Background: an optimization exercise with open tools, aiming at small area. Do not read the settings as production practice.
In this exercise RTL edits were held to simulation tests only and were not proved equivalent to the original.
No driver is modelled on the clock port, so clock power and skew are understated where the tree is cut down; a real chip needs a root buffer or a tree.
Power is estimated from default activity; no workload was simulated.

## build 33
==> flow/design.v (excerpt) <==
module Simon(
    output [3:0]    an,
    output [6:0]    seg,
    output [15:0]   led,
    input  [3:0]    sw,
    input           clk,
    input           btnR,      
    input           btnL,      
    input           btnC       
    );
Settings: LEC_CHECK=0, CAP_MARGIN=20, CORE_MARGIN=2, CORE_UTILIZATION=70, SLEW_MARGIN=20; clock period 10.0 ns.
standard.sh (not shown) runs the stock make flow with config.mk's settings and CLKGATE_MAP_FILE= SYNTH_SCRIPT=/design/flow/synth_recipe.tcl, a recipe that flattens the netlist after the stock synthesis.
==> flow/flow/run.sh <==
#!/bin/bash
# Own layout flow: the standard layout (standard.sh) with three changes:
#  1. synthesis maps the logic with an area-oriented ABC script (flow/abc.script)
#     instead of ORFS's speed script, and leaves adders to ABC too
#     (ADDER_MAP_FILE empty, so no half/full adder cells are extracted
#     first); everything else in the synthesis (synth_recipe.tcl, ORFS
#     synth.tcl) is unchanged, so registers keep their
#     names and cell types;
#  2. ports are buffered with sky130_fd_sc_hd__buf_1;
#  3. clock tree synthesis inserts no dummy loads, or, when flow/one_clk_buf
#     names a buffer cell, flow/cts_hook.tcl replaces the clock tree with
#     a few such buffers (flow/one_clk_n of them, default 2), each driving
#     the clock pins of one cluster of registers.
# Each tool's output goes to a log file of its own in this folder.
set -euo pipefail
W=$(pwd)
F=$W/flow

sed 's#log_cmd abc {\*}$abc_args#log_cmd abc -script '"$F"'/abc.script {*}$lib_args {*}$lib_dont_use_args#' \
    "$FLOW_HOME/scripts/synth.tcl" > "$W/area_synth.tcl"
grep -q "$F/abc.script" "$W/area_synth.tcl"
sed "s#source \$::env(SCRIPTS_DIR)/synth.tcl#source $W/area_synth.tcl#" \
    "$W/synth_recipe.tcl" > "$W/area_synth_recipe.tcl"
grep -q "source $W/area_synth.tcl" "$W/area_synth_recipe.tcl"

sed -E "s#SYNTH_SCRIPT=[^ ']*synth_recipe.tcl#SYNTH_SCRIPT=$W/area_synth_recipe.tcl ADDER_MAP_FILE=#" \
    "$W/standard.sh" > "$W/area_standard.sh"
grep -q "SYNTH_SCRIPT=$W/area_synth_recipe.tcl" "$W/area_standard.sh"

export BUFFER_PORTS_ARGS="-buffer_cell sky130_fd_sc_hd__buf_1"
CTS="-sink_clustering_enable -repair_clock_nets -dont_use_dummy_load"
if [[ -f "$F/cts_args" ]]; then CTS="$CTS $(cat "$F/cts_args")"; fi
export CTS_ARGS="$CTS"
if [[ -f "$F/one_clk_buf" ]]; then
  export PRE_CTS_TCL="$F/cts_hook.tcl"
  export ONE_CLK_NET=clk
  export ONE_CLK_BUF="$(cat "$F/one_clk_buf")"
  export ONE_CLK_N=2
  if [[ -f "$F/one_clk_n" ]]; then ONE_CLK_N="$(cat "$F/one_clk_n")"; fi
fi

bash "$W/area_standard.sh" > "$W/flow_make.log" 2>&1 || { tail -50 "$W/flow_make.log"; exit 1; }
tail -5 "$W/flow_make.log"
# copy each ORFS step log beside this script's log
mkdir -p "$W/flow_logs"
cp -r "$W"/orfs/logs/* "$W/flow_logs/" 2>/dev/null || true
test -f "$W/out/final.def"
==> flow/flow/abc.script <==
strash
&get -n
&deepsyn -T 20
&put
dch -f
amap
topo
==> flow/flow/one_clk_buf <==
sky130_fd_sc_hd__clkbuf_16
==> flow/flow/one_clk_n <==
2
Other scripts of this flow, unchanged in this note and not shown: flow/flow/cts_hook.tcl
Build 33 | status: complete | timing, DRC, antenna: pass
### build 33 -> trial 53
==> flow/flow/abc.script <==
strash
&get -n
&deepsyn -T 20
&put
&get -n
&st
&dch -f
&nf -a -R 1000
&put
topo
==> flow/flow/one_clk_buf <==
sky130_fd_sc_hd__clkbuf_8
==> flow/flow/one_clk_n <==
3
diff --git a/flow/config.mk b/flow/config.mk
--- a/flow/config.mk
+++ b/flow/config.mk
@@ -8,4 +8,4 @@
 export CAP_MARGIN = 20
 export CORE_MARGIN = 2
-export CORE_UTILIZATION = 70
+export CORE_UTILIZATION = 85
 export SLEW_MARGIN = 20
==> comparison <==
The log for trial 53 ends in global placement (3_3_place_gp) with error GPL-0301, so the run never completed. Measured against trial 53, the number of distinct library cell variants in the gate-level netlist after synthesis of build 33 comes out at 0.838 times the reference value. Trial 53: post-synthesis instance area 1.3% above build 33. Of trial 53 and build 33, it is trial 53 that has the lower net count of the mapped netlist.
In build 33 the design's own scripts or RTL, not TritonCTS, make the clock network.

* * *

Setup of run 1:
Another version of the RTL of Simon (not shown whole).
Size: roughly 54 flip-flops, ~0.0026 sq mm of cells after synthesis.
Settings: LEC_CHECK=0, CAP_MARGIN=20, CORE_MARGIN=2, CORE_UTILIZATION=40, SLEW_MARGIN=20; clock period 10.0 ns.
==> flow/flow/run.sh <==
#!/bin/bash
# Own layout flow: the standard layout (standard.sh) with three changes:
#  1. synthesis maps the logic with an area-oriented ABC script (flow/abc.script)
#     instead of ORFS's speed script; everything else in the synthesis
#     (synth_recipe.tcl, ORFS synth.tcl) is unchanged, so registers keep their
#     names and cell types;
#  2. ports are buffered with sky130_fd_sc_hd__buf_1;
#  3. clock tree synthesis inserts no dummy loads.
# Each tool's output goes to a log file of its own in this folder.
set -euo pipefail
W=$(pwd)
F=$W/flow

sed 's#log_cmd abc {\*}$abc_args#log_cmd abc -script '"$F"'/abc.script {*}$lib_args {*}$lib_dont_use_args#' \
    "$FLOW_HOME/scripts/synth.tcl" > "$W/area_synth.tcl"
grep -q "$F/abc.script" "$W/area_synth.tcl"
sed "s#source \$::env(SCRIPTS_DIR)/synth.tcl#source $W/area_synth.tcl#" \
    "$W/synth_recipe.tcl" > "$W/area_synth_recipe.tcl"
grep -q "source $W/area_synth.tcl" "$W/area_synth_recipe.tcl"

sed -E "s#SYNTH_SCRIPT=[^ ']*synth_recipe.tcl#SYNTH_SCRIPT=$W/area_synth_recipe.tcl#" \
    "$W/standard.sh" > "$W/area_standard.sh"
grep -q "SYNTH_SCRIPT=$W/area_synth_recipe.tcl" "$W/area_standard.sh"

export BUFFER_PORTS_ARGS="-buffer_cell sky130_fd_sc_hd__buf_1"
CTS="-sink_clustering_enable -repair_clock_nets -dont_use_dummy_load"
if [[ -f "$F/cts_args" ]]; then CTS="$CTS $(cat "$F/cts_args")"; fi
export CTS_ARGS="$CTS"

bash "$W/area_standard.sh" > "$W/flow_make.log" 2>&1 || { tail -50 "$W/flow_make.log"; exit 1; }
tail -5 "$W/flow_make.log"
# copy each ORFS step log beside this script's log
mkdir -p "$W/flow_logs"
cp -r "$W"/orfs/logs/* "$W/flow_logs/" 2>/dev/null || true
test -f "$W/out/final.def"
==> flow/flow/abc.script <==
strash
dch
map -a
strash
dch
map -a
strash
dch
map -a
topo
The flow did not stop early for run 1: all stages ran, and the layout cleared the timing, design-rule and antenna checks.
Edits applied to the flow inputs when going from run 1 to run 2:
==> flow/flow/cts_args (new file) <==
-buf_list sky130_fd_sc_hd__clkbuf_8 -root_buf sky130_fd_sc_hd__clkbuf_8 -sink_clustering_size 60 -sink_clustering_max_diameter 300
--- outcome ---
Changes observed in run 2 relative to run 1: final non-filler cell area level, share of total power in combinational logic shows no meaningful change, residual antenna-violating net count after detailed routing stayed essentially flat.
As far as routed wire length goes, run 2 and run 1 are indistinguishable; the numbers are identical.
Diff run 1 -> run 2: number of search-and-repair iterations in the first detailed-routing pass essentially unchanged, clock-buffer cell count essentially unchanged.
Input changes introduced in run 3 (baseline for comparison: run 2):
==> flow/run.sh (new file) <==
#!/bin/bash
# synth_recipe.tcl (not shown) runs the flow's synth.tcl, then flattens the netlist and writes it again
# the make line also repeats each setting of config.mk as NAME=value (left out here)
make -C /OpenROAD-flow-scripts/flow DESIGN_CONFIG=/design/flow/config.mk WORK_HOME=/design/flow/orfs CLKGATE_MAP_FILE= SYNTH_SCRIPT=/design/flow/synth_recipe.tcl finish
removed: flow/flow/run.sh
removed: flow/flow/abc.script
removed: flow/flow/cts_args
removed: flow/standard.sh
[summary]
- On critical path depth, the lower figure sits with run 3, not run 2.
- Run 2 has a higher total power than run 3.
- Highest clock rate in run 3 vs run 2: down 16%
- Looking at commonest non-fill, non-tap cell in the layout, the sky130_fd_sc_hd__clkinv_1 result is from run 2; the sky130_fd_sc_hd__dfxtp_1 one comes from run 3.
- In the tables for run 2 and run 3, buffers plus inverters on the worst setup path reads higher with run 2.
- The lower part of the Yosys area used for sequential elements of run 2 and run 3 is in run 3.
- The higher combinational power share of run 2 and run 3 is in run 2.
- Max die area across run 2 and run 3: run 3
- As far as number of iterations in the first detailed-routing pass goes, run 3 and run 2 are indistinguishable; the numbers are identical.
- The worst setup path endpoint comes out led[1] in one run and led[15] in the other, namely in run 3 and run 2 respectively.
- On area after synthesis: between run 2 and run 3, it ends up higher for run 3.

* * *

== onyx ==
Simon, a different RTL version from the one above (not shown whole).
Size in the first run: roughly 310 cells after synthesis.
## Simon
module Simon(
    output [3:0]    an,
    output [6:0]    seg,
    output [15:0]   led,
    input  [3:0]    sw,
    input           clk,
    input           btnR,      
    input           btnL,      
    input           btnC       
    );
Settings: LEC_CHECK=0, CAP_MARGIN=20, CORE_MARGIN=2, CORE_UTILIZATION=70, SLEW_MARGIN=20; clock period 10.0 ns.
==> flow/flow/run.sh <==
#!/bin/bash
# Own layout flow: the standard layout (standard.sh) with three changes:
#  1. synthesis maps the logic with an area-oriented ABC script (flow/abc.script)
#     instead of ORFS's speed script, and leaves adders to ABC too
#     (ADDER_MAP_FILE empty, so no half/full adder cells are extracted
#     first); everything else in the synthesis (synth_recipe.tcl, ORFS
#     synth.tcl) is unchanged, so registers keep their
#     names and cell types;
#  2. ports are buffered with sky130_fd_sc_hd__buf_1;
#  3. clock tree synthesis inserts no dummy loads, or, when flow/one_clk_buf
#     names a buffer cell, flow/cts_hook.tcl replaces the clock tree with
#     a few such buffers (flow/one_clk_n of them, default 2), each driving
#     the clock pins of one cluster of registers.
# Each tool's output goes to a log file of its own in this folder.
set -euo pipefail
W=$(pwd)
F=$W/flow

sed 's#log_cmd abc {\*}$abc_args#log_cmd abc -script '"$F"'/abc.script {*}$lib_args {*}$lib_dont_use_args#' \
    "$FLOW_HOME/scripts/synth.tcl" > "$W/area_synth.tcl"
grep -q "$F/abc.script" "$W/area_synth.tcl"
sed "s#source \$::env(SCRIPTS_DIR)/synth.tcl#source $W/area_synth.tcl#" \
    "$W/synth_recipe.tcl" > "$W/area_synth_recipe.tcl"
grep -q "source $W/area_synth.tcl" "$W/area_synth_recipe.tcl"

sed -E "s#SYNTH_SCRIPT=[^ ']*synth_recipe.tcl#SYNTH_SCRIPT=$W/area_synth_recipe.tcl ADDER_MAP_FILE=#" \
    "$W/standard.sh" > "$W/area_standard.sh"
grep -q "SYNTH_SCRIPT=$W/area_synth_recipe.tcl" "$W/area_standard.sh"

export BUFFER_PORTS_ARGS="-buffer_cell sky130_fd_sc_hd__buf_1"
CTS="-sink_clustering_enable -repair_clock_nets -dont_use_dummy_load"
if [[ -f "$F/cts_args" ]]; then CTS="$CTS $(cat "$F/cts_args")"; fi
export CTS_ARGS="$CTS"
if [[ -f "$F/one_clk_buf" ]]; then
  export PRE_CTS_TCL="$F/cts_hook.tcl"
  export ONE_CLK_NET=clk
  export ONE_CLK_BUF="$(cat "$F/one_clk_buf")"
  export ONE_CLK_N=2
  if [[ -f "$F/one_clk_n" ]]; then ONE_CLK_N="$(cat "$F/one_clk_n")"; fi
fi

bash "$W/area_standard.sh" > "$W/flow_make.log" 2>&1 || { tail -50 "$W/flow_make.log"; exit 1; }
tail -5 "$W/flow_make.log"
# copy each ORFS step log beside this script's log
mkdir -p "$W/flow_logs"
cp -r "$W"/orfs/logs/* "$W/flow_logs/" 2>/dev/null || true
test -f "$W/out/final.def"
==> flow/flow/abc.script <==
strash
&get -n
&deepsyn -T 20
&put
dch -f
amap
strash
dch -f
amap
topo
Other scripts of this flow, unchanged in this note and not shown: flow/flow/cts_hook.tcl, flow/flow/one_clk_buf, flow/flow/one_clk_n
Edits applied to the flow inputs when going from onyx to amber:
-- flow/flow/run.sh --
<<< onyx, line 2
# Own layout flow: the standard layout (standard.sh) with three changes:
#  1. synthesis maps the logic with an area-oriented ABC script (flow/abc.script)
#     instead of ORFS's speed script, and leaves adders to ABC too
#     (ADDER_MAP_FILE empty, so no half/full adder cells are extracted
>>> amber, line 2
# Own layout flow: the standard layout (standard.sh) with three changes:
#  1. synthesis maps the logic with an area-oriented ABC script (flow/abc.script,
#     run with several &deepsyn seeds by flow/best_abc.tcl, which keeps the
#     smallest result) instead of ORFS's speed script, and leaves adders to ABC too
#     (ADDER_MAP_FILE empty, so no half/full adder cells are extracted
<<< onyx, line 18

sed 's#log_cmd abc {\*}$abc_args#log_cmd abc -script '"$F"'/abc.script {*}$lib_args {*}$lib_dont_use_args#' \
    "$FLOW_HOME/scripts/synth.tcl" > "$W/area_synth.tcl"
grep -q "$F/abc.script" "$W/area_synth.tcl"
sed "s#source \$::env(SCRIPTS_DIR)/synth.tcl#source $W/area_synth.tcl#" \
>>> amber, line 19

sed 's#log_cmd abc {\*}$abc_args#source '"$F"'/best_abc.tcl; best_abc $lib_args $lib_dont_use_args#' \
    "$FLOW_HOME/scripts/synth.tcl" > "$W/area_synth.tcl"
grep -q "$F/best_abc.tcl" "$W/area_synth.tcl"
export ABC_SCRIPT_TEMPLATE="$F/abc.script"
export ABC_SEEDS="0 1 2 3 4 5"
sed "s#source \$::env(SCRIPTS_DIR)/synth.tcl#source $W/area_synth.tcl#" \
==> flow/flow/abc.script <==
strash
&get -n
&deepsyn -T 20 -S SEED
&put
dch -f
amap
strash
dch -f
amap
topo
==> flow/flow/best_abc.tcl (new file) <==
# Sourced by the flow's copy of ORFS's synth.tcl in place of its single abc
# call. Maps the logic once per seed in ABC_SEEDS, with flow/abc.script and
# that seed for &deepsyn, and keeps the mapping with the smallest cell area.
# Only the combinational logic differs between the tries; the registers are
# mapped before this and are the same in each.
proc best_abc { lib_args lib_dont_use_args } {
  design -save best_abc_pre
  set best -1
  foreach seed $::env(ABC_SEEDS) {
    design -load best_abc_pre
    set script $::env(RESULTS_DIR)/abc_seed_$seed.script
    set fi [open $::env(ABC_SCRIPT_TEMPLATE) r]
    set text [string map [list SEED $seed] [read $fi]]
    close $fi
    set fo [open $script w]
    puts -nonewline $fo $text
    close $fo
    abc -script $script {*}$lib_args {*}$lib_dont_use_args
    set s [tee -q -s result.string stat {*}$lib_args]
    if { ![regexp {Chip area for module '[^']*': ([0-9.]+)} $s -> area] } {
      error "best_abc: no area in stat output"
    }
    puts "best_abc: seed $seed area $area"
    if { $best < 0 || $area < $best } {
      set best $area
      set best_seed $seed
      design -save best_abc_best
    }
  }
  design -load best_abc_best
  puts "best_abc: kept seed $best_seed area $best"
}
[summary]
Relative to onyx, the fraction of met2 tracks used by global routing of amber is lower by 2.0 points.
register to output pin as the path type of the worst setup path was reported by onyx, and input pin to register by amber.
On clock latency on the worst-skew pair, amber tracks onyx almost exactly.
Setup slack: amber less than onyx
Global-route total usage across every layer: amber lower than onyx
No run of this note takes its clock network from TritonCTS; it comes from the design's own scripts or RTL.

* * *

job 5425:
Simon with an RTL version that a note above also has.
Size: roughly 270 cells after synthesis, ~54 flip-flops, ~2400 sq um of cells after synthesis.
Design Simon, start of the top module:
module Simon(
    output [3:0]    an,
    output [6:0]    seg,
    output [15:0]   led,
    input  [3:0]    sw,
    input           clk,
    input           btnR,      
    input           btnL,      
    input           btnC       
    );
Settings: LEC_CHECK=0, CAP_MARGIN=20, CORE_MARGIN=2, CORE_UTILIZATION=70, SLEW_MARGIN=20; clock period 10.0 ns.
==> flow/flow/run.sh <==
#!/bin/bash
# Own layout flow: the standard layout (standard.sh) with three changes:
#  1. synthesis maps the logic with an area-oriented ABC script (flow/abc.script)
#     instead of ORFS's speed script, and leaves adders to ABC too
#     (ADDER_MAP_FILE empty, so no half/full adder cells are extracted
#     first); everything else in the synthesis (synth_recipe.tcl, ORFS
#     synth.tcl) is unchanged, so registers keep their
#     names and cell types;
#  2. ports are buffered with sky130_fd_sc_hd__buf_1;
#  3. clock tree synthesis inserts no dummy loads, or, when flow/one_clk_buf
#     names a buffer cell, flow/cts_hook.tcl replaces the clock tree with
#     a few such buffers (flow/one_clk_n of them, default 2), each driving
#     the clock pins of one cluster of registers.
# Each tool's output goes to a log file of its own in this folder.
set -euo pipefail
W=$(pwd)
F=$W/flow

sed 's#log_cmd abc {\*}$abc_args#log_cmd abc -script '"$F"'/abc.script {*}$lib_args {*}$lib_dont_use_args#' \
    "$FLOW_HOME/scripts/synth.tcl" > "$W/area_synth.tcl"
grep -q "$F/abc.script" "$W/area_synth.tcl"
sed "s#source \$::env(SCRIPTS_DIR)/synth.tcl#source $W/area_synth.tcl#" \
    "$W/synth_recipe.tcl" > "$W/area_synth_recipe.tcl"
grep -q "source $W/area_synth.tcl" "$W/area_synth_recipe.tcl"

sed -E "s#SYNTH_SCRIPT=[^ ']*synth_recipe.tcl#SYNTH_SCRIPT=$W/area_synth_recipe.tcl ADDER_MAP_FILE=#" \
    "$W/standard.sh" > "$W/area_standard.sh"
grep -q "SYNTH_SCRIPT=$W/area_synth_recipe.tcl" "$W/area_standard.sh"

export BUFFER_PORTS_ARGS="-buffer_cell sky130_fd_sc_hd__buf_1"
CTS="-sink_clustering_enable -repair_clock_nets -dont_use_dummy_load"
if [[ -f "$F/cts_args" ]]; then CTS="$CTS $(cat "$F/cts_args")"; fi
export CTS_ARGS="$CTS"
if [[ -f "$F/one_clk_buf" ]]; then
  export PRE_CTS_TCL="$F/cts_hook.tcl"
  export ONE_CLK_NET=clk
  export ONE_CLK_BUF="$(cat "$F/one_clk_buf")"
  export ONE_CLK_N=2
  if [[ -f "$F/one_clk_n" ]]; then ONE_CLK_N="$(cat "$F/one_clk_n")"; fi
fi

bash "$W/area_standard.sh" > "$W/flow_make.log" 2>&1 || { tail -50 "$W/flow_make.log"; exit 1; }
tail -5 "$W/flow_make.log"
# copy each ORFS step log beside this script's log
mkdir -p "$W/flow_logs"
cp -r "$W"/orfs/logs/* "$W/flow_logs/" 2>/dev/null || true
test -f "$W/out/final.def"
==> flow/flow/abc.script <==
strash
&get -n
&deepsyn -T 20
&put
&get -n
&st
&dch -f
&nf -a -R 1000
&put
topo
==> flow/flow/one_clk_buf <==
sky130_fd_sc_hd__clkbuf_16
Other scripts of this flow, unchanged in this note and not shown: flow/flow/cts_hook.tcl
The flow did not stop early for job 5425: all stages ran, and the layout cleared the timing, design-rule and antenna checks.
What job 2174 does differently from job 5425 at the input level:
==> flow/flow/abc.script <==
strash
&get -n
&deepsyn -T 20
&put
dch -f
amap
topo
==> flow/flow/one_clk_buf <==
sky130_fd_sc_hd__clkbuf_8
==> flow/flow/one_clk_n (new file) <==
3
-- flow/config.mk --
<<< job 5425, line 10
export CORE_UTILIZATION = 70
>>> job 2174, line 10
export CORE_UTILIZATION = 78
## What came out
Looking only at synthesized-area fraction occupied by xor and xnor cells, and setting everything else aside, the lower value of job 5425 and job 2174 goes to job 2174. Compared with job 5425, job 2174 shows synthesized area that has gone down slightly. Simple logic cell fraction of the synthesized area was higher in the run labelled job 2174. In job 2174 relative to job 5425, gate count after technology mapping had gone up by more than 10%. Flow for job 2174 halted at global placement, error code GPL-0301.
The inputs of job 8889 differ from those of job 2174 as listed below.
-- flow/flow/run.sh --
<<< job 2174, line 4
#     instead of ORFS's speed script, and leaves adders to ABC too
#     (ADDER_MAP_FILE empty, so no half/full adder cells are extracted
#     first); everything else in the synthesis (synth_recipe.tcl, ORFS
#     synth.tcl) is unchanged, so registers keep their
>>> job 8889, line 4
#     instead of ORFS's speed script; everything else in the synthesis
#     (synth_recipe.tcl, ORFS synth.tcl) is unchanged, so registers keep their
<<< job 2174, line 26
sed -E "s#SYNTH_SCRIPT=[^ ']*synth_recipe.tcl#SYNTH_SCRIPT=$W/area_synth_recipe.tcl ADDER_MAP_FILE=#" \
>>> job 8889, line 24
sed -E "s#SYNTH_SCRIPT=[^ ']*synth_recipe.tcl#SYNTH_SCRIPT=$W/area_synth_recipe.tcl#" \
==> flow/flow/abc.script <==
strash
&get -n
&deepsyn -T 20
&put
&get -n
&st
&dch -f
&nf -a -R 1000
&put
topo
==> flow/flow/one_clk_buf <==
sky130_fd_sc_hd__clkbuf_16
-- flow/config.mk --
<<< job 2174, line 10
export CORE_UTILIZATION = 78
>>> job 8889, line 10
export CORE_UTILIZATION = 70
removed: flow/flow/one_clk_n
[summary]
Job 8889: full flow OK, the timing, design-rule and antenna checks passed
The flow ended early for job 2174: it failed with a tool error in global placement.
Fraction of the yosys area taken by sequential cells in job 8889 is 2.3 points lower than in job 2174
Per the comparison of job 8889 with job 2174, synthesized cell area increased by 130 sq um relative to the old numbers; count of cell types in the netlist increased by 13% relative to the old numbers.
Changes in job 9036 relative to job 8889:
-- flow/flow/run.sh --
<<< job 8889, line 4
#     instead of ORFS's speed script; everything else in the synthesis
#     (synth_recipe.tcl, ORFS synth.tcl) is unchanged, so registers keep their
>>> job 9036, line 4
#     instead of ORFS's speed script, and leaves adders to ABC too
#     (ADDER_MAP_FILE empty, so no half/full adder cells are extracted
#     first); everything else in the synthesis (synth_recipe.tcl, ORFS
#     synth.tcl) is unchanged, so registers keep their
<<< job 8889, line 24
sed -E "s#SYNTH_SCRIPT=[^ ']*synth_recipe.tcl#SYNTH_SCRIPT=$W/area_synth_recipe.tcl#" \
>>> job 9036, line 26
sed -E "s#SYNTH_SCRIPT=[^ ']*synth_recipe.tcl#SYNTH_SCRIPT=$W/area_synth_recipe.tcl ADDER_MAP_FILE=#" \
==> flow/flow/abc.script <==
strash
&get -n
&deepsyn -T 20
&put
dch -f
amap
strash
dch -f
amap
topo
==> flow/flow/one_clk_n (new file) <==
2
[summary]
- For clock edge transition at the registers on the reported setup and hold paths, job 9036 and job 8889 come out practically identical.
- Number of ordinary inverters in the final layout was higher in the run labelled job 9036.
- Job 9036 against job 8889: worst setup slack dropped 0.12 ns; number of fill cells climbed 18; sum of net half-perimeters after detailed placement climbed 200 um.
- Of job 9036 and job 8889, the higher global-route usage belongs to job 9036.
The clock cells of job 5425, job 8889 and job 9036 come from the design's own scripts or RTL, not from TritonCTS.

-- static timing again, ports no longer ideal --
No port has a modelled driver above. Below, the same layouts with a new extraction and two added sets of constraints.
Step 1 sets driving cells, clkbuf_16 on the clock port and buf_2 on the other inputs (assumed; they add their load-dependent delay and slew).
Step 2 times the ports against the registers' clock, not the clock port: input delays grow and output delays shrink by t, the midpoint of the rising clock arrivals with the driver on.
Slacks: ideal / step 1 / step 2; pairs: ideal / step 1.
run	shift t [ns]	slack for setup (ns)	worst register clock-pin slew, ns	worst data-port slew with drivers (ns)
build 33	0.205	5.039 / 4.992 / 5.196	0.10 / 0.10	0.04
run 1	0.317	5.484 / 5.456 / 5.456	0.10 / 0.10	0.03
run 2	0.317	5.484 / 5.456 / 5.456	0.10 / 0.10	0.03
run 3	0.343	4.632 / 4.605 / 4.605	0.11 / 0.11	0.03
onyx	0.181	4.872 / 4.821 / 5.003	0.10 / 0.10	0.03
amber	0.178	4.751 / 4.777 / 4.599	0.10 / 0.10	0.03
job 5425	0.206	5.208 / 5.160 / 5.315	0.10 / 0.10	0.03
job 8889	0.210	5.204 / 5.156 / 5.366	0.11 / 0.11	0.03
job 9036	0.205	5.081 / 5.038 / 5.242	0.12 / 0.12	0.04
After both steps every run listed still meets setup and hold. The setup slack of amber, which loses most, moves by +0.026 ns with the drivers and by -0.152 ns with both steps.
